Source: an optimization exercise on an open RTL-to-GDS flow (aim: small area). Production flows keep margins and buffers that such runs may drop. At most, simulation tests tie the RTL to the original design; equivalence was not proved. For runs 1, 2 and 5, only the layout was checked, not whether the RTL still works. The clock cells of runs 2 to 5 come from the design's own scripts or RTL, not from TritonCTS. The clock input has no modelled driver; a real chip could not lean on it and would need a root buffer or a full tree. Power and IR drop assume default switching activity.

==> flow/design.v <==
module spi_regbank
(
    input  spi_clk,
    input  rst_n,
    input  spi_ss_n,
    input  spi_di,
    output spi_do
);
    reg  [5:0]  cnt;
    reg         clr;
    reg  [5:0]  hdr;           
    reg  [15:0] r0, r1, r2, r3, r4, r5;
    always @(posedge spi_clk or negedge rst_n)
        if (!rst_n)        cnt <= 6'd8;
        else if (spi_ss_n) cnt <= 6'd8;
        else               cnt <= cnt + 6'd1;
    wire data_ph = cnt[5] & ~cnt[4];
    wire hold    = cnt[5] | (cnt[4] & cnt[3] & (cnt[2] | cnt[1]));
    always @(posedge spi_clk or negedge rst_n)
        if (!rst_n) clr <= 1'b1;
        else if (hold) clr <= 1'b0;
    always @(posedge spi_clk)
        if (!hold) hdr <= {hdr[4:0], spi_di};
    wire [4:0] a  = hdr[5:1];
    wire       rd = hdr[0];
    wire g = data_ph & ~a[4] & ~a[3];
    wire [5:0] m;
    assign m[0] = ~a[2] & ~a[1] & ~a[0];
    assign m[1] = ~a[2] & ~a[1] &  a[0];
    assign m[2] = ~a[2] &  a[1] & ~a[0];
    assign m[3] = ~a[2] &  a[1] &  a[0];
    assign m[4] =  a[2] & ~a[1] & ~a[0];
    assign m[5] =  a[2] & ~a[1] &  a[0];
    wire [5:0] en = ({6{g}} & m) | {6{clr}};
    wire t03 = a[1] ? (a[0] ? r3[15] : r2[15]) : (a[0] ? r1[15] : r0[15]);
    wire t45 = ~a[1] & (a[0] ? r5[15] : r4[15]);
    wire top = a[2] ? t45 : t03;
    assign spi_do = rd & g & top;
    wire d0 = ~clr & (rd ? top : spi_di);
    always @(posedge spi_clk) if (en[0]) r0 <= {r0[14:0], d0};
    always @(posedge spi_clk) if (en[1]) r1 <= {r1[14:0], d0};
    always @(posedge spi_clk) if (en[2]) r2 <= {r2[14:0], d0};
    always @(posedge spi_clk) if (en[3]) r3 <= {r3[14:0], d0};
    always @(posedge spi_clk) if (en[4]) r4 <= {r4[14:0], d0};
    always @(posedge spi_clk) if (en[5]) r5 <= {r5[14:0], d0};
endmodule
==> flow/flow/run.sh <==
#!/bin/bash
export PRE_CTS_TCL=$PWD/flow/mycts.tcl
export MY_CTS_LEAF=sky130_fd_sc_hd__clkbuf_8
export MY_CTS_ROOT=sky130_fd_sc_hd__clkbuf_4
export MY_CTS_GROUP=18
bash standard.sh > standard.log 2>&1
==> flow/flow/mycts.tcl <==
# Hooked in before clock tree synthesis (PRE_CTS_TCL). Replaces
# clock_tree_synthesis with a small two-level buffer tree: the sinks are split
# into a grid of groups of about CTS_GROUP sinks, each driven by one
# CTS_LEAF buffer at the group's centre; one CTS_ROOT buffer at the clock
# port drives the leaf buffers.
rename clock_tree_synthesis orig_clock_tree_synthesis
proc clock_tree_synthesis {args} {
  set leaf $::env(MY_CTS_LEAF)
  set root $::env(MY_CTS_ROOT)
  set gsize $::env(MY_CTS_GROUP)
  set block [ord::get_db_block]
  set clk_port [lindex [get_ports -of_objects [get_clocks *]] 0]
  set clk_name [get_name $clk_port]
  set pins {}
  foreach it [[$block findNet $clk_name] getITerms] {
    set inst [$it getInst]
    set bb [$inst getBBox]
    lappend pins [list [$inst getName] [$it getMTerm] \
      [expr {([$bb xMin]+[$bb xMax])/2}] [expr {([$bb yMin]+[$bb yMax])/2}]]
  }
  set n [llength $pins]
  set ng [expr {int(ceil(double($n)/$gsize))}]
  # grid: gx columns, gy rows, gx*gy >= ng, following the sink region's shape
  set xs [lmap p $pins {lindex $p 2}]
  set ys [lmap p $pins {lindex $p 3}]
  set w [expr {max(1.0, [tcl::mathfunc::max {*}$xs] - [tcl::mathfunc::min {*}$xs])}]
  set h [expr {max(1.0, [tcl::mathfunc::max {*}$ys] - [tcl::mathfunc::min {*}$ys])}]
  set gx [expr {max(1, int(round(sqrt($ng * $w / $h))))}]
  set gy [expr {int(ceil(double($ng)/$gx))}]
  puts "mycts: $n sinks, $gx x $gy groups of $leaf, root $root"
  set sorted [lsort -integer -index 2 $pins]
  set per [expr {int(ceil(double($n)/$gx))}]
  set k 0
  for {set c 0} {$c < $gx} {incr c} {
    set col [lsort -integer -index 3 [lrange $sorted [expr {$c*$per}] [expr {($c+1)*$per-1}]]]
    set m [llength $col]
    if {$m == 0} continue
    set per2 [expr {int(ceil(double($m)/$gy))}]
    for {set r 0} {$r < $gy} {incr r} {
      set grp [lrange $col [expr {$r*$per2}] [expr {($r+1)*$per2-1}]]
      if {[llength $grp] == 0} continue
      set sx 0; set sy 0; set lp {}
      foreach p $grp {
        set sx [expr {$sx + [lindex $p 2]}]; set sy [expr {$sy + [lindex $p 3]}]
        lappend lp [get_pins "[lindex $p 0]/[[lindex $p 1] getName]"]
      }
      set cx [expr {$sx/[llength $grp]/1000.0}]; set cy [expr {$sy/[llength $grp]/1000.0}]
      insert_buffer -buffer_cell $leaf -load_pins $lp -location [list $cx $cy] \
        -buffer_name clkleaf_$k -net_name clknet_leaf_$k
      incr k
    }
  }
  insert_buffer -buffer_cell $root -net $clk_name -buffer_name clkroot -net_name clknet_root
  set_propagated_clock [all_clocks]
  puts "mycts: inserted $k leaf buffers"
}
==> flow/standard.sh <==
#!/bin/bash
# synth_recipe.tcl (not shown) runs the flow's synth.tcl, then flattens the netlist and writes it again
# the make line also repeats each setting of config.mk as NAME=value (left out here)
make -C /OpenROAD-flow-scripts/flow DESIGN_CONFIG=/design/flow/config.mk WORK_HOME=/design/flow/orfs CLKGATE_MAP_FILE= SYNTH_SCRIPT=/design/flow/synth_recipe.tcl "${@:-finish}"
==> flow/config.mk <==
export PLATFORM = sky130hd
export DESIGN_NAME = spi_regbank
export DESIGN_NICKNAME = spi_regbank
export VERILOG_FILES = /design/flow/design.v
export SDC_FILE = /design/flow/constraint.sdc
export NUM_CORES = 4
export LEC_CHECK = 0
export ABC_AREA = 1
export CAP_MARGIN = 20
export CORE_MARGIN = 2
export CORE_UTILIZATION = 40
export PLACE_DENSITY = 0.6
export SLEW_MARGIN = 20
==> flow/constraint.sdc <==
create_clock -name core_clock -period 5.0 [get_ports {spi_clk}]
set_input_delay 1.0000 -clock core_clock [delete_from_list [all_inputs] [get_ports {spi_clk}]]
set_output_delay 1.0000 -clock core_clock [all_outputs]
set_load 0.01 [all_outputs]
==> metrics.md, run 1 <==
| Metric | Value |
|---|---|
| Synth Net Count | 173 |
| Site row count | 34 |
| Setup WS pre-CTS | 2.42 ns |
| Die W | 98.0 µm |
| Register bit total from synthesis | 109 |
| Netlist Area Pre-Place | 3530 µm² |
| # IOs | 5 |
| Mapped Cells | 168 |
| YS warnings | 1 |
| Port Buffers | 4 |
| Stop err | [ERROR STA-2204] get_property  is not an object. |
| Register area share after synthesis | 91.7% |
| Run status | did not finish |
| Hpwl dp | 2520 µm |
| Syn Area/Cell | 21.0 µm² |
| Fail Step | clock tree synthesis |
| Count leader, synth | edfxtp_1 |
| Initial Utilization | 40.9% |
| Unique masters post-synth | 18 |
| Die Span Y | 98.0 µm |
| Synth top area cells | edfxtp_1, dfrtp_1, dfstp_2 |
| EDFF count, synth | 102 |
| Gpl congestion | 0.733 |
| Most used flip-flop cell after synthesis | edfxtp_1 |
| Cell taking the most area after synthesis | edfxtp_1 |
| Async SR Flop Fraction | 6.42% |
| Post-synth top area share | 86.7% |
| Post-synth top cells | edfxtp_1, inv_1, nor2_1, nand2_1 |
power groups by stage:
stage          combinational (mW)  sequential [mW]  clock, mW
2_1_floorplan             0.00935             1.01          0
3_3_place_gp               0.0163             1.01          0
3_5_place_dp               0.0172             1.01          0
per-stage QoR:
stage	cell area (µm²)	utilization [%]	instances	hold slack, ns	power, mW
3_3_place_gp	3790	43.9	286	0.404	1.03
3_5_place_dp	3790	43.9	286	0.405	1.03
2_1_floorplan	3530	-	168	0.400	1.02
worst max-delay path by stage:
stage            from      to  slack (ns)  depth (start not counted)
3_3_place_gp   hdr[1]  spi_do        2.46                          6
2_1_floorplan  hdr[4]   r2[0]        2.22                          3
3_5_place_dp   hdr[1]  spi_do        2.42                          6
logic make-up after synthesis:
kind of cell | share of synthesized area [%]
AND/OR/NAND/NOR | 3.68
AO/OA/AOI/OAI | 2.69
buffers and inverters | 1.59
flip-flops | 91.7
adder cells (fa/ha/maj) | 0.354
==> inputs of run 2 (changes only) <==
--- a/flow/design.v
+++ b/flow/design.v
@@ -8,7 +8,7 @@
 );
     reg  [5:0]  cnt;
     reg         clr;
-    reg  [5:0]  hdr;           
+    reg  [3:0]  hdr;           
     reg  [15:0] r0, r1, r2, r3, r4, r5;
     always @(posedge spi_clk or negedge rst_n)
         if (!rst_n)        cnt <= 6'd8;
@@ -16,14 +16,16 @@
         else               cnt <= cnt + 6'd1;
     wire data_ph = cnt[5] & ~cnt[4];
     wire hold    = cnt[5] | (cnt[4] & cnt[3] & (cnt[2] | cnt[1]));
+    wire a21_ph  = cnt[4] & ~cnt[3] & cnt[2] & cnt[1];
     always @(posedge spi_clk or negedge rst_n)
         if (!rst_n) clr <= 1'b1;
         else if (hold) clr <= 1'b0;
+    wire hi  = hdr[1] | (cnt[0] ? hdr[2] : hdr[0]);
+    wire ins = spi_di | (a21_ph & hi);
     always @(posedge spi_clk)
-        if (!hold) hdr <= {hdr[4:0], spi_di};
-    wire [4:0] a  = hdr[5:1];
+        if (!hold) hdr <= {hdr[2:0], ins};
+    wire [2:0] a  = hdr[3:1];
     wire       rd = hdr[0];
-    wire g = data_ph & ~a[4] & ~a[3];
     wire [5:0] m;
     assign m[0] = ~a[2] & ~a[1] & ~a[0];
     assign m[1] = ~a[2] & ~a[1] &  a[0];
@@ -31,11 +33,11 @@
     assign m[3] = ~a[2] &  a[1] &  a[0];
     assign m[4] =  a[2] & ~a[1] & ~a[0];
     assign m[5] =  a[2] & ~a[1] &  a[0];
-    wire [5:0] en = ({6{g}} & m) | {6{clr}};
+    wire [5:0] en = ({6{data_ph}} & m) | {6{clr}};
     wire t03 = a[1] ? (a[0] ? r3[15] : r2[15]) : (a[0] ? r1[15] : r0[15]);
     wire t45 = ~a[1] & (a[0] ? r5[15] : r4[15]);
     wire top = a[2] ? t45 : t03;
-    assign spi_do = rd & g & top;
+    assign spi_do = rd & data_ph & top;
     wire d0 = ~clr & (rd ? top : spi_di);
     always @(posedge spi_clk) if (en[0]) r0 <= {r0[14:0], d0};
     always @(posedge spi_clk) if (en[1]) r1 <= {r1[14:0], d0};
==> flow/flow/run.sh (replaced) <==
#!/bin/bash
export PRE_CTS_TCL=$PWD/flow/mycts.tcl
export MY_CTS_LEAF=sky130_fd_sc_hd__clkbuf_8
export MY_CTS_ROOT=sky130_fd_sc_hd__clkbuf_4
export MY_CTS_GROUP=20
bash standard.sh > standard.log 2>&1
--- a/flow/flow/mycts.tcl
+++ b/flow/flow/mycts.tcl
@@ -9,8 +9,7 @@
   set root $::env(MY_CTS_ROOT)
   set gsize $::env(MY_CTS_GROUP)
   set block [ord::get_db_block]
-  set clk_port [lindex [get_ports -of_objects [get_clocks *]] 0]
-  set clk_name [get_name $clk_port]
+  set clk_name [get_full_name [lindex [get_property [lindex [all_clocks] 0] sources] 0]]
   set pins {}
   foreach it [[$block findNet $clk_name] getITerms] {
     set inst [$it getInst]
--- a/flow/config.mk
+++ b/flow/config.mk
@@ -5,7 +5,6 @@
 export SDC_FILE = /design/flow/constraint.sdc
 export NUM_CORES = 4
 export LEC_CHECK = 0
-export ABC_AREA = 1
 export CAP_MARGIN = 20
 export CORE_MARGIN = 2
 export CORE_UTILIZATION = 40
==> metrics.md, run 2 <==
| Metric | Value |
|---|---|
| Hpwl dp | 2630 µm (was 2520 µm) |
| Critical Path Source Type | flop |
| Hold Path Class | reg2reg |
| Post-CTS resize count | 0 |
| Async SR Flop Fraction | 6.54% (was 6.42%) |
| Post-synth top area share | 85.9% (was 86.7%) |
| Worst-path clk slew | 0.11 ns |
| Synth top area cells | edfxtp_1, dfrtp_1, dfstp_2 (unchanged) |
| Register bit total from synthesis | 107 (was 109) |
| CP bufs+invs | 1 |
| Post-CTS Hold Fix Bufs | 0 |
| Max frequency | 323 MHz |
| WP data required | 4.00 ns |
| Largest net degree at the start of global routing | 19 |
| Global-route wire length before repair | 7220 µm |
| Least-Margin Pin Slew | 0.655 ns |
| Most common cell after layout, fill and taps aside | edfxtp_1 |
| Setup_tns | 0 ns |
| Layout cell share with drive strength beyond 1 | 11.8% |
| Gpl congestion | 0.775 (was 0.733) |
| YS warnings | 1 (unchanged) |
| Initial Utilization | 40.7% (was 40.9%) |
| Full die area | 9500 µm² |
| Slowest stage delay, CP | 0.54 ns |
| DRT Pass-1 Iters | 4 |
| Count leader, synth | edfxtp_1 (unchanged) |
| Antenna-violating nets left | 0 |
| CP delay by family, top | flip-flops |
| Number of diodes | 0 |
| Vias | 1318 |
| Max Cap Viol | 0 |
| Crit-path cells | mux2_4 -> a22oi_2 -> a21oi_1 -> clkdlybuf4s50_1 |
| Site row count | 34 (unchanged) |
| Most used flip-flop cell after synthesis | edfxtp_1 (unchanged) |
| Final Net Count | 168 |
| Netlist Area Pre-Place | 3490 µm² (was 3530 µm²) |
| IR drop worst, VDD | 0.000318 V |
| Area post-placement | 3660 µm² (was 3790 µm²) |
| Residual DRC | 0 |
| Core ar. | 8590 µm² |
| RSZ-0062 raised after global routing | false |
| Mapped Cells | 151 (was 168) |
| Postcts setup bufs | 0 |
| Tot GR Track Use | 9.03% |
| Drt initial violations | 80 |
| Most frequent cells in the layout | edfxtp_1, nor2b_1, clkbuf_8, nor2_1, dfrtp_1 |
| # IOs | 5 (unchanged) |
| Min Tclk post-route | 3.10 ns |
| DR vias/cell | 4.90 |
| Unique masters post-synth | 29 (was 18) |
| Die Span Y | 97.5 µm (was 98.0 µm) |
| WS Path Type | reg2out |
| Antenna violations before repair | 0 |
| Slowest CP cell | edfxtp_1 |
| Final Hold Viols | 0 |
| CP arrival | 2.10 ns |
| Routed Wire Length | 4340 µm |
| Rel. slew slack | 56.3% |
| Port Buffers | 4 (unchanged) |
| EDFF count, synth | 100 (was 102) |
| Layout Cell Area excl Fill | 3750 µm² |
| Cell taking the most area after synthesis | edfxtp_1 (unchanged) |
| Worst setup EP type | output pin |
| Vias in the first global route | 1372 |
| Setup Skew | 0.0131 ns |
| Final period utilization | 62.0% |
| Static Leak | 1.18 nW |
| Critical path fanouts, max | 9 |
| Run status | complete, no violations (was did not finish) |
| Post-synth top cells | edfxtp_1, nor2b_1, dfrtp_1, nor2_1 (was edfxtp_1, inv_1, nor2_1, nand2_1) |
| GRT overflow | 0 |
| Wire length per cell | 16.1 µm |
| Area delta synth->final | 7.38% |
| Max-slew violation count | 0 |
| Syn Area/Cell | 23.1 µm² (was 21.0 µm²) |
| PwrDens | 356 nW/µm² |
| Setup violations, final | 0 |
| Register area share after synthesis | 91.0% (was 91.7%) |
| Die W | 97.5 µm (was 98.0 µm) |
| Synth Net Count | 156 (was 173) |
| Clock Latency Late Sink | 0.43 ns |
run 2: cell type report, clock buffers not listed:
type                            instances  area (µm²)
Fill cell                             729        4840
Timing Repair Buffer                    5        47.5
Sequential cell                       107        3180
Tap cell                              108         135
Multi-Input combinational cell         42         299
run 2: path summary, 6_finish.rpt:
check                      startpoint     end  slack [ns]  depth (start not counted)
hold / removal                 r4[11]  r4[12]        0.42                          0
setup / recovery               hdr[1]  spi_do        1.90                          4
hold reg to reg                r4[11]  r4[12]        0.42                          0
setup reg to reg               cnt[4]   r4[6]        3.02                          3
max in group asynchronous       rst_n  cnt[3]        3.89                          1
min in group asynchronous       rst_n  cnt[0]        0.83                          1
run 2: per-stage QoR:
| stage | total power, mW | util, % | hold WS, ns | setup WS [ns] | std cells |
|---|---|---|---|---|---|
| after floorplan | 1.00 | - | 0.400 | 2.89 | 151 |
| after global placement | 1.01 | 42.6 | 0.403 | 2.41 | 262 |
| after detailed placement | 1.01 | 42.6 | 0.405 | 2.37 | 262 |
| after CTS | 1.36 | 43.7 | 0.426 | 1.86 | 269 |
| after global routing | 1.40 | 43.7 | 0.436 | 1.77 | 269 |
| final | 1.34 | 43.7 | 0.416 | 1.90 | 269 |
run 2: power breakdown:
part           internal [mW]  switching, mW
clock network          0.117          0.226
logic                0.00932        0.00891
registers              0.969        0.00593
total                   1.10          0.241
run 2: kinds of logic (layout without fill, tap and decap cells):
group	Yosys count	count (layout)	share of synthesized area, %
AOI/OAI and AO/OA	14	14	3.04
xor gates and xnor gates	3	3	0.752
adders and majority gates	1	1	0.358
buffers and inverters	2	12	0.430
DFF	107	107	91.0
muxes	3	3	1.07
and+or+nand+nor	21	21	3.33
run 2: per-layer routing:
metal | part of all wire [%] | GRT usage (%) | wire, µm | vias to the layer above
li1 | - | - | - | 604
met1 | 49 | 12.9 | 2120 | 692
met2 | 46 | 15.3 | 2020 | 16
met3 | 3.2 | 1.29 | 141 | 6
met4 | 1.4 | 1.39 | 61 | 0
met5 | 0 | 0 | 0 | -
==> inputs of run 3 (changes only) <==
--- a/flow/design.v
+++ b/flow/design.v
@@ -10,16 +10,15 @@
     reg         clr;
     reg  [3:0]  hdr;           
     reg  [15:0] r0, r1, r2, r3, r4, r5;
-    always @(posedge spi_clk or negedge rst_n)
-        if (!rst_n)        cnt <= 6'd8;
-        else if (spi_ss_n) cnt <= 6'd8;
-        else               cnt <= cnt + 6'd1;
+    always @(posedge spi_clk)
+        if (spi_ss_n) cnt <= 6'd8;
+        else          cnt <= cnt + 6'd1;
     wire data_ph = cnt[5] & ~cnt[4];
     wire hold    = cnt[5] | (cnt[4] & cnt[3] & (cnt[2] | cnt[1]));
     wire a21_ph  = cnt[4] & ~cnt[3] & cnt[2] & cnt[1];
     always @(posedge spi_clk or negedge rst_n)
         if (!rst_n) clr <= 1'b1;
-        else if (hold) clr <= 1'b0;
+        else if (hold && !spi_ss_n) clr <= 1'b0;
     wire hi  = hdr[1] | (cnt[0] ? hdr[2] : hdr[0]);
     wire ins = spi_di | (a21_ph & hi);
     always @(posedge spi_clk)
@@ -37,7 +36,7 @@
     wire t03 = a[1] ? (a[0] ? r3[15] : r2[15]) : (a[0] ? r1[15] : r0[15]);
     wire t45 = ~a[1] & (a[0] ? r5[15] : r4[15]);
     wire top = a[2] ? t45 : t03;
-    assign spi_do = rd & data_ph & top;
+    assign spi_do = rd & data_ph & top & ~clr;
     wire d0 = ~clr & (rd ? top : spi_di);
     always @(posedge spi_clk) if (en[0]) r0 <= {r0[14:0], d0};
     always @(posedge spi_clk) if (en[1]) r1 <= {r1[14:0], d0};
==> flow/flow/run.sh (replaced) <==
#!/bin/bash
export PRE_CTS_TCL=$PWD/flow/mycts.tcl
export MY_CTS_LEAF=sky130_fd_sc_hd__clkbuf_8
export MY_CTS_ROOT=sky130_fd_sc_hd__clkbuf_4
export MY_CTS_GROUP=20
export BUFFER_PORTS_ARGS="-buffer_cell sky130_fd_sc_hd__buf_1"
bash standard.sh > standard.log 2>&1
==> metrics.md, run 3 <==
| Metric | Value |
|---|---|
| Async SR Flop Fraction | 0.935% (was 6.54%) |
| Hold Path Class | reg2reg (unchanged) |
| Vias in the first global route | 1288 (was 1372) |
| Residual DRC | 0 (unchanged) |
| EDFF count, synth | 100 (unchanged) |
| Die Span Y | 97.1 µm (was 97.5 µm) |
| Vias | 1311 (was 1318) |
| Critical Path Source Type | flop (unchanged) |
| YS warnings | 1 (unchanged) |
| Max frequency | 363 MHz (was 323 MHz) |
| Count leader, synth | edfxtp_1 (unchanged) |
| Routed Wire Length | 4290 µm (was 4340 µm) |
| Setup Skew | 0.0169 ns (was 0.0131 ns) |
| Post-synth top cells | edfxtp_1, dfxtp_1, nor2_1, nor2b_1, a21o_1 (was edfxtp_1, nor2b_1, dfrtp_1, nor2_1) |
| Worst-path clk slew | 0.11 ns (about the same) |
| Critical path fanouts, max | 9 (unchanged) |
| IR drop worst, VDD | 0.000201 V (was 0.000318 V) |
| Postcts setup bufs | 0 (unchanged) |
| Hpwl dp | 2520 µm (was 2630 µm) |
| Setup ws final | 2.24 ns (was 1.90 ns) |
| WP data required | 4.00 ns (about the same) |
| Max Cap Viol | 0 (unchanged) |
| Post-synth top area share | 86.7% (was 85.9%) |
| Tot GR Track Use | 8.49% (was 9.03%) |
| Gpl congestion | 0.795 (was 0.775) |
| Cell taking the most area after synthesis | edfxtp_1 (unchanged) |
| Layout Cell Area excl Fill | 3690 µm² (was 3750 µm²) |
| WHS Endpoint | r3[14] (was r4[12]) |
| Largest net degree at the start of global routing | 19 (unchanged) |
| GRT overflow | 0 (unchanged) |
| Core ar. | 8300 µm² (was 8590 µm²) |
| CP arrival | 1.76 ns (was 2.10 ns) |
| Setup violations, final | 0 (unchanged) |
| Reg-to-reg critical path startpoint | hdr[1] (was cnt[4]) |
| Wire length per cell | 16.2 µm (was 16.1 µm) |
| Global-route wire length before repair | 6670 µm (was 7220 µm) |
| Setup_tns | 0 ns (unchanged) |
| Synth top area cells | edfxtp_1, dfxtp_1, nor2b_1 (was edfxtp_1, dfrtp_1, dfstp_2) |
| Hold Crit Start | r3[13] (was r4[11]) |
| Min Tclk post-route | 2.76 ns (was 3.10 ns) |
| Area post-placement | 3600 µm² (was 3660 µm²) |
| Least-Margin Pin Slew | 0.791 ns (was 0.655 ns) |
| Most common cell after layout, fill and taps aside | edfxtp_1 (unchanged) |
| Full die area | 9420 µm² (was 9500 µm²) |
| Port Buffers | 4 (unchanged) |
| Final Hold Viols | 0 (unchanged) |
| Area delta synth->final | 6.39% (was 7.38%) |
| Register bit total from synthesis | 107 (unchanged) |
| PwrDens | 361 nW/µm² (was 356 nW/µm²) |
| Antenna violations before repair | 0 (unchanged) |
| Final Net Count | 167 (was 168) |
| CP bufs+invs | 1 (unchanged) |
| Die W | 97.1 µm (was 97.5 µm) |
| Drt initial violations | 75 (was 80) |
| Syn Area/Cell | 22.9 µm² (was 23.1 µm²) |
| Initial Utilization | 41.7% (was 40.7%) |
| Mapped Cells | 151 (unchanged) |
| Hold Path Cell Cnt | 0 (unchanged) |
| RSZ-0062 raised after global routing | false (unchanged) |
| Static Leak | 1.14 nW (was 1.18 nW) |
| Run status | complete, no violations (unchanged) |
| Antenna-violating nets left | 0 (unchanged) |
| Unique masters post-synth | 32 (was 29) |
| R2R Setup Slk | 3.08 ns (was 3.02 ns) |
| Worst setup EP type | output pin (unchanged) |
| Crit-path cells | mux2_4 -> a22oi_2 -> a21oi_1 -> buf_1 (was mux2_4 -> a22oi_2 -> a21oi_1 -> clkdlybuf4s50_1) |
| Crit Reg-Reg Endpoint | r5[0] (was r4[6]) |
| # IOs | 5 (unchanged) |
| Most frequent cells in the layout | edfxtp_1, clkbuf_8, dfxtp_1, nor2b_1, nor2_1 (was edfxtp_1, nor2b_1, clkbuf_8, nor2_1, dfrtp_1) |
| Final period utilization | 55.1% (was 62.0%) |
| Setup WS pre-CTS | 2.71 ns (was 2.37 ns) |
| Slowest CP cell | edfxtp_1 (unchanged) |
| Layout cell share with drive strength beyond 1 | 8.13% (was 11.8%) |
| Most used flip-flop cell after synthesis | edfxtp_1 (unchanged) |
| Max-slew violation count | 0 (unchanged) |
| WS Path Type | reg2out (unchanged) |
| DR vias/cell | 4.95 (was 4.90) |
| Register area share after synthesis | 90.9% (was 91.0%) |
| Netlist Area Pre-Place | 3460 µm² (was 3490 µm²) |
| Clock Latency Late Sink | 0.42 ns (was 0.43 ns) |
| Synth Net Count | 156 (unchanged) |
| Slowest stage delay, CP | 0.54 ns (about the same) |
| CP delay by family, top | flip-flops (unchanged) |
| DRT Pass-1 Iters | 4 (unchanged) |
| Post-CTS resize count | 0 (unchanged) |
| FF-to-FF path depth | 3 (unchanged) |
| Post-CTS Hold Fix Bufs | 0 (unchanged) |
| Rel. slew slack | 46.9% (was 56.3%) |
| Site row count | 33 (was 34) |
| Number of diodes | 0 (unchanged) |
==> run 3: cell types whose count changed after synthesis, sizes merged <==
cell and change:
and2 -1, dfrtp -5, nand2 -1, nor2b -1, o21a +1, dfxtp +6, dfstp -1, nand3b +1
and2b +1
==> run 3: area by class of cell, clock buffers not listed <==
| cell class | count | area, µm² |
|---|---|---|
| Fill cell | 685 | 4610 |
| Sequential cell | 107 | 3150 |
| Multi-Input combinational cell | 42 | 300 |
| Tap cell | 105 | 131 |
| Timing Repair Buffer | 4 | 15.0 |
==> run 3: cell families after synthesis <==
logic type / after synthesis / synth area share (%)
xor+xnor: 3 / 0.759
compound gates: 15 / 3.29
flops: 107 / 90.9
buf+inv: 2 / 0.433
simple gates: 20 / 3.18
fa+ha+maj: 1 / 0.361
mux: 3 / 1.08
==> run 3: how the worst max path moves through the flow <==
stage	from	endpoint	slack [ns]	depth (start not counted)
6_report	hdr[1]	spi_do	2.24	4
2_1_floorplan	hdr[1]	spi_do	2.89	4
3_3_place_gp	hdr[1]	spi_do	2.76	4
3_5_place_dp	hdr[1]	spi_do	2.71	4
4_1_cts	hdr[1]	spi_do	2.21	4
5_1_grt	hdr[1]	spi_do	2.15	4
==> run 3: metrics by stage <==
stage | util (%) | total power [mW] | hold slack, ns | instances
floorplan | - | 1.00 | 0.400 | 151
global route | 44.4 | 1.38 | 0.437 | 265
detailed placement | 43.3 | 1.01 | 0.405 | 258
global placement | 43.3 | 1.01 | 0.403 | 258
finish | 44.4 | 1.33 | 0.415 | 265
CTS | 44.4 | 1.35 | 0.422 | 265
==> run 3: per-layer routing <==
layer	up-vias	track usage (%)	part of all wire, %	routed length [µm]
li1	603	-	-	-
met1	676	12.6	49	2110
met2	23	13.8	45	1950
met3	9	0.935	3.2	139
met4	0	1.63	2.1	90
met5	-	0	0	0
==> run 3: power by group <==
part | switching, mW | internal [mW]
Clock | 0.227 | 0.118
Sequential | 0.00548 | 0.969
Combinational | 0.00724 | 0.00646
==> inputs of run 4 (changes only) <==
==> flow/flow/run.sh (replaced) <==
#!/bin/bash
export PRE_CTS_TCL=$PWD/flow/mycts.tcl
export MY_CTS_LEAF=sky130_fd_sc_hd__clkbuf_8
export MY_CTS_ROOT=sky130_fd_sc_hd__clkbuf_4
export MY_CTS_GROUP=20
bash standard.sh > standard.log 2>&1
==> metrics.md, run 4 <==
| Metric | Value |
|---|---|
| Hold Path Cell Cnt | 0 (unchanged) |
| Vias in the first global route | 1350 (was 1288) |
| Antenna-violating nets left | 0 (unchanged) |
| Async SR Flop Fraction | 0.935% (unchanged) |
| Gpl congestion | 0.790 (was 0.795) |
| Min Tclk post-route | 3.12 ns (was 2.76 ns) |
| Register area share after synthesis | 90.9% (unchanged) |
| Clock Latency Late Sink | 0.42 ns (about the same) |
| DRT Pass-1 Iters | 4 (unchanged) |
| Port Buffers | 4 (unchanged) |
| YS warnings | 1 (unchanged) |
| Crit Reg-Reg Endpoint | r3[0] (was r5[0]) |
| Postcts setup bufs | 0 (unchanged) |
| Most common cell after layout, fill and taps aside | edfxtp_1 (unchanged) |
| Setup_tns | 0 ns (unchanged) |
| Syn Area/Cell | 22.9 µm² (unchanged) |
| Post-CTS Hold Fix Bufs | 0 (unchanged) |
| PwrDens | 359 nW/µm² (was 361 nW/µm²) |
| Mapped Cells | 151 (unchanged) |
| Final Non-Filler Cells | 265 (unchanged) |
| Setup violations, final | 0 (unchanged) |
| Hold Crit Start | r2[13] (was r3[13]) |
| IR drop worst, VDD | 0.000221 V (was 0.000201 V) |
| Critical path fanouts, max | 9 (unchanged) |
| Full die area | 9420 µm² (unchanged) |
| Max frequency | 321 MHz (was 363 MHz) |
| Drt initial violations | 35 (was 75) |
| # IOs | 5 (unchanged) |
| Most used flip-flop cell after synthesis | edfxtp_1 (unchanged) |
| Core ar. | 8300 µm² (unchanged) |
| Worst setup EP type | output pin (unchanged) |
| Post-synth top area share | 86.7% (unchanged) |
| Residual DRC | 0 (unchanged) |
| Setup WS pre-CTS | 2.33 ns (was 2.71 ns) |
| Die Span Y | 97.1 µm (unchanged) |
| Die W | 97.1 µm (unchanged) |
| Critical Path Source Type | flop (unchanged) |
| Cell taking the most area after synthesis | edfxtp_1 (unchanged) |
| Fillers | 682 (was 685) |
| Hpwl dp | 2580 µm (was 2520 µm) |
| Initial Utilization | 41.7% (unchanged) |
| RSZ-0062 raised after global routing | false (unchanged) |
| Hold Path Class | reg2reg (unchanged) |
| Area delta synth->final | 7.11% (was 6.39%) |
| GRT overflow | 0 (unchanged) |
| WHS Endpoint | r2[14] (was r3[14]) |
| EDFF count, synth | 100 (unchanged) |
| Site row count | 33 (unchanged) |
| Setup Skew | 0.0128 ns (was 0.0169 ns) |
| Max Cap Viol | 0 (unchanged) |
| Total Power | 1.33 mW (about the same) |
| Global-route wire length before repair | 7250 µm (was 6670 µm) |
| Rel. slew slack | 44.6% (was 46.9%) |
| Synth top area cells | edfxtp_1, dfxtp_1, nor2b_1 (unchanged) |
| Worst-path clk slew | 0.11 ns (about the same) |
| CP arrival | 2.12 ns (was 1.76 ns) |
| Max-slew violation count | 0 (unchanged) |
| Static Leak | 1.15 nW (was 1.14 nW) |
| Setup ws final | 1.88 ns (was 2.24 ns) |
| Final Hold Viols | 0 (unchanged) |
| Synth Net Count | 156 (unchanged) |
| Routed Wire Length | 4470 µm (was 4290 µm) |
| DR vias/cell | 4.93 (was 4.95) |
| Final period utilization | 62.3% (was 55.1%) |
| FF-to-FF path depth | 3 (unchanged) |
| Post-synth top cells | edfxtp_1, dfxtp_1, nor2_1, nor2b_1, a21o_1 (unchanged) |
| Wire length per cell | 16.9 µm (was 16.2 µm) |
| Min Hold Slack | 0.413 ns (was 0.415 ns) |
| Layout cell share with drive strength beyond 1 | 8.13% (unchanged) |
| Tot GR Track Use | 9.29% (was 8.49%) |
| WS Path Type | reg2out (unchanged) |
| Antenna violations before repair | 0 (unchanged) |
| Final Util | 44.7% (was 44.4%) |
| Register bit total from synthesis | 107 (unchanged) |
| Number of diodes | 0 (unchanged) |
| Most frequent cells in the layout | edfxtp_1, clkbuf_8, dfxtp_1, nor2b_1, nor2_1 (unchanged) |
| Dpl cells | 258 (unchanged) |
| Netlist Area Pre-Place | 3460 µm² (unchanged) |
| Least-Margin Pin Slew | 0.825 ns (was 0.791 ns) |
| Unique masters post-synth | 32 (unchanged) |
| R2R Setup Slk | 3.05 ns (was 3.08 ns) |
| WP data required | 4.00 ns (about the same) |
| Layout Cell Area excl Fill | 3710 µm² (was 3690 µm²) |
| Run status | complete, no violations (unchanged) |
| Largest net degree at the start of global routing | 19 (unchanged) |
| Count leader, synth | edfxtp_1 (unchanged) |
| Area post-placement | 3620 µm² (was 3600 µm²) |
| Reg-to-reg critical path startpoint | hdr[1] (unchanged) |
| Post-CTS resize count | 0 (unchanged) |
| Final Net Count | 167 (unchanged) |
| Vias | 1306 (was 1311) |
-- run 4: cell counts after synthesis --
No cell type changed its count.
-- run 4: area by class of cell, clock buffers not listed --
class	instances	area, µm²	area share, %
well taps	105	131	3.54
repair buffers	4	40.0	1.08
flip-flops and latches	107	3150	84.9
multi-input cells	42	300	8.09
-- run 4: cell families after synthesis --
group / share of synthesized area [%]
adders and majority gates: 0.361
DFF: 90.9
AOI/OAI and AO/OA: 3.29
buffers and inverters: 0.433
xor gates and xnor gates: 0.759
muxes: 1.08
and+or+nand+nor: 3.18
-- run 4: per-layer routing --
metal	GRT usage, %	vias up	wire length (µm)
met2	14.2	18	2010
met3	1.51	5	165
li1	-	605	-
met4	1.52	0	51
met5	0	-	0
met1	14.5	678	2240
-- run 4: worst max-delay path by stage --
stage	startpoint	to	slack (ns)	depth (start not counted)
2_1_floorplan	hdr[1]	spi_do	2.89	4
3_3_place_gp	hdr[1]	spi_do	2.41	4
3_5_place_dp	hdr[1]	spi_do	2.33	4
4_1_cts	hdr[1]	spi_do	1.83	4
5_1_grt	hdr[1]	spi_do	1.77	4
6_report	hdr[1]	spi_do	1.88	4
-- run 4: where the power goes --
part | internal, mW | total (mW) | switching (mW)
Clock | 0.117 | 0.343 | 0.226
Sequential | 0.969 | 0.974 | 0.00564
Combinational | 0.00808 | 0.0154 | 0.00728
-- run 4: critical path, stage by stage, from the launching register on --
cell,delay [ns]
edfxtp_1,0.56
mux2_1,0.40
a22oi_2,0.17
a21oi_1,0.10
clkdlybuf4s50_1,0.48
==> inputs of run 5 (changes only) <==
--- a/flow/design.v
+++ b/flow/design.v
@@ -14,11 +14,12 @@
         if (spi_ss_n) cnt <= 6'd8;
         else          cnt <= cnt + 6'd1;
     wire data_ph = cnt[5] & ~cnt[4];
-    wire hold    = cnt[5] | (cnt[4] & cnt[3] & (cnt[2] | cnt[1]));
-    wire a21_ph  = cnt[4] & ~cnt[3] & cnt[2] & cnt[1];
+    wire hold    = ~cnt[4] | (cnt[3] & (cnt[2] | cnt[1]));
+    wire a21_ph  = cnt[1];
+    wire clr_end = cnt[4] & cnt[3];
     always @(posedge spi_clk or negedge rst_n)
         if (!rst_n) clr <= 1'b1;
-        else if (hold && !spi_ss_n) clr <= 1'b0;
+        else if (clr_end && !spi_ss_n) clr <= 1'b0;
     wire hi  = hdr[1] | (cnt[0] ? hdr[2] : hdr[0]);
     wire ins = spi_di | (a21_ph & hi);
     always @(posedge spi_clk)
==> flow/flow/run.sh (replaced) <==
#!/bin/bash
export PRE_CTS_TCL=$PWD/flow/mycts.tcl
export MY_CTS_LEAF=sky130_fd_sc_hd__clkbuf_8
export MY_CTS_ROOT=sky130_fd_sc_hd__clkbuf_4
export MY_CTS_GROUP=20
export BUFFER_PORTS_ARGS="-buffer_cell sky130_fd_sc_hd__buf_1"
bash standard.sh > standard.log 2>&1
==> metrics.md, run 5 <==
| Metric | Value |
|---|---|
| YS warnings | 1 (unchanged) |
| Critical Path Source Type | flop (unchanged) |
| Most common cell after layout, fill and taps aside | edfxtp_1 (unchanged) |
| Hold Path Cell Cnt | 0 (unchanged) |
| Crit Reg-Reg Endpoint | r4[7] (was r3[0]) |
| Total Power | 1.32 mW (was 1.33 mW) |
| Max-slew violation count | 0 (unchanged) |
| RSZ-0062 raised after global routing | false (unchanged) |
| Setup_tns | 0 ns (unchanged) |
| Internal power component | 1.09 mW (about the same) |
| Hold Path Class | reg2reg (unchanged) |
| Largest net degree at the start of global routing | 19 (unchanged) |
| Antenna violations before repair | 0 (unchanged) |
| Critical path fanouts, max | 9 (unchanged) |
| Max Cap Viol | 0 (unchanged) |
| DRT Pass-1 Iters | 4 (unchanged) |
| IR drop worst, VDD | 0.000261 V (was 0.000221 V) |
| Most frequent cells in the layout | edfxtp_1, clkbuf_8, dfxtp_1, nor2_1 (was edfxtp_1, clkbuf_8, dfxtp_1, nor2b_1, nor2_1) |
| Wire length per cell | 16.8 µm (was 16.9 µm) |
| WHS Endpoint | r0[14] (was r2[14]) |
| Register area share after synthesis | 90.9% (about the same) |
| Initial Utilization | 41.8% (was 41.7%) |
| EDFF count, synth | 100 (unchanged) |
| Full die area | 9430 µm² (was 9420 µm²) |
| Fillers | 675 (was 682) |
| Area of the multi-input gates | 298 µm² (was 300 µm²) |
| Final period utilization | 55.6% (was 62.3%) |
| Unique masters post-synth | 27 (was 32) |
| Worst-path clk slew | 0.11 ns (about the same) |
| Mapped Cells | 150 (was 151) |
| Postcts setup bufs | 0 (unchanged) |
| Area post-placement | 3600 µm² (was 3620 µm²) |
| Area delta synth->final | 6.50% (was 7.11%) |
| Final Hold Viols | 0 (unchanged) |
| Post-synth top cells | edfxtp_1, dfxtp_1, nor2_1, nor2b_1 (was edfxtp_1, dfxtp_1, nor2_1, nor2b_1, a21o_1) |
| PwrDens | 359 nW/µm² (about the same) |
| Vias | 1337 (was 1306) |
| Post-CTS resize count | 0 (unchanged) |
| Most used flip-flop cell after synthesis | edfxtp_1 (unchanged) |
| Post-synth top area share | 86.6% (was 86.7%) |
| WP data required | 4.00 ns (about the same) |
| Post-CTS Hold Fix Bufs | 0 (unchanged) |
| Number of diodes | 0 (unchanged) |
| Site row count | 33 (unchanged) |
| Die Span Y | 97.1 µm (about the same) |
| Cell taking the most area after synthesis | edfxtp_1 (unchanged) |
| Netlist Area Pre-Place | 3470 µm² (was 3460 µm²) |
| Layout cell share with drive strength beyond 1 | 11.9% (was 8.13%) |
| Reg-to-reg critical path startpoint | cnt[5] (was hdr[1]) |
| Worst setup path start | hdr[1] (unchanged) |
| R2R Setup Slk | 3.12 ns (was 3.05 ns) |
| Static Leak | 1.14 nW (was 1.15 nW) |
| Layout Cell Area excl Fill | 3690 µm² (was 3710 µm²) |
| Register bit total from synthesis | 107 (unchanged) |
| Worst setup EP type | output pin (unchanged) |
| Die W | 97.1 µm (about the same) |
| Synth Net Count | 155 (was 156) |
| Min Tclk post-route | 2.78 ns (was 3.12 ns) |
| Least-Margin Pin Slew | 0.634 ns (was 0.825 ns) |
| Min Hold Slack | 0.418 ns (was 0.413 ns) |
| Syn Area/Cell | 23.1 µm² (was 22.9 µm²) |
| Switching power | 0.237 mW (was 0.239 mW) |
| Dpl cells | 258 (unchanged) |
| Setup violations, final | 0 (unchanged) |
| Gpl congestion | 0.778 (was 0.790) |
| Count leader, synth | edfxtp_1 (unchanged) |
| Async SR Flop Fraction | 0.935% (unchanged) |
| Sequential Power Share | 73.1% (about the same) |
| Antenna-violating nets left | 0 (unchanged) |
| # IOs | 5 (unchanged) |
| Combinational share of power | 0.6% (was 1.2%) |
| Routed Wire Length | 4440 µm (was 4470 µm) |
| Rel. slew slack | 57.7% (was 44.6%) |
| GRT overflow | 0 (unchanged) |
| Tot GR Track Use | 9.09% (was 9.29%) |
| Storage cell area | 3150 µm² (unchanged) |
| Max frequency | 360 MHz (was 321 MHz) |
| Hold Crit Start | r0[13] (was r2[13]) |
| Residual DRC | 0 (unchanged) |
| CP arrival | 1.78 ns (was 2.12 ns) |
| Clock share of power | 26.2% (was 25.8%) |
| Port Buffers | 4 (unchanged) |
| Final Net Count | 167 (unchanged) |
| DR vias/cell | 5.05 (was 4.93) |
| FF-to-FF path depth | 3 (unchanged) |
| Hpwl dp | 2670 µm (was 2580 µm) |
| Vias in the first global route | 1360 (was 1350) |
| Synth top area cells | edfxtp_1, dfxtp_1, mux2_2 (was edfxtp_1, dfxtp_1, nor2b_1) |
| Core ar. | 8300 µm² (unchanged) |
| Run status | complete, no violations (unchanged) |
| WS Path Type | reg2out (unchanged) |
| Global-route wire length before repair | 7100 µm (was 7250 µm) |
| Drt initial violations | 87 (was 35) |
| Sw Ratio | 17.9% (about the same) |
| Setup Skew | 0.0123 ns (was 0.0128 ns) |
| Final Non-Filler Cells | 265 (unchanged) |
| Clock Latency Late Sink | 0.42 ns (about the same) |
## run 5: cell count changes in the layout (fill, tap and decap cells not counted), moves of 2 or more
cell / change
o21ai_0: +2
mux2_2: +2
clkdlybuf4s50_1: -4
buf_1: +4
## run 5: logic make-up after synthesis
group | count (synthesis) | share of synthesized area (%)
adders and majority gates | 1 | 0.361
and+or+nand+nor | 19 | 3.10
xor gates and xnor gates | 3 | 0.758
buffers and inverters | 2 | 0.542
muxes | 4 | 1.41
DFF | 107 | 90.9
AOI/OAI and AO/OA | 14 | 2.96
## run 5: layer usage
metal,global-route usage [%],vias up,routed length (µm)
li1,-,603,-
met1,13.6,707,2170
met2,14.7,17,2030
met3,1.08,10,159
met4,1.63,0,81
met5,0,-,0
## run 5: worst max path at each step
stage,to
2_1_floorplan,spi_do
3_3_place_gp,spi_do
3_5_place_dp,spi_do
4_1_cts,spi_do
5_1_grt,spi_do
6_report,spi_do
## run 5: layout make-up, clock buffers not listed
type,instances,area share [%]
sequential,107,85.3
tap,105,3.56
timing repair buffer,5,0.610
multi-input combinational,41,8.07
## run 5: power groups by stage
stage	combinational [mW]	clock, mW	sequential, mW
6_report	0.00854	0.347	0.968
5_1_grt	0.0100	0.393	0.969
4_1_cts	0.00878	0.365	0.968
3_5_place_dp	0.00875	0	0.989
3_3_place_gp	0.00780	0	0.988
2_1_floorplan	0.00518	0	0.988
## run 5: per-stage QoR
stage | utilization (%) | setup WS, ns
floorplan | - | 2.89
global placement | 43.4 | 2.76
detailed placement | 43.4 | 2.71
CTS | 44.5 | 2.20
global route | 44.5 | 2.15
finish | 44.5 | 2.22
## run 5: worst max-delay path, cell delays in order, from the launching register on
cell and delay [ns]:
edfxtp_1 0.55, mux2_4 0.35, a22oi_2 0.21, a21oi_1 0.11
buf_1 0.13

## afterwards: timing with drivers on the ports
Ports are ideal in the flow. The routed layouts listed here were re-timed in OpenROAD. Step 1: set_driving_cell puts a clkbuf_16 on spi_clk and a buf_2 on each other input, an assumption about the parent block. Step 2 adds t to the input delays and takes it off the output delays; t is the mean of the earliest and latest rising clock arrival at the registers after step 1. Input paths then give back, and output paths get back, about the clock's delay inside the block. a / b / c = no drivers / after step 1 / after step 2; a / b = the first two.
run	t (ns)	slack for setup (ns)	worst setup path after step 2	cell pins on the clock port's net
run 2	0.433	1.900 / 1.887 / 2.321	register to output	1
run 3	0.425	2.244 / 2.231 / 2.657	register to output	1
run 4	0.425	1.885 / 1.872 / 2.297	register to output	1
run 5	0.431	2.219 / 2.206 / 2.637	register to output	1
After both steps setup and hold are still met in every run listed.
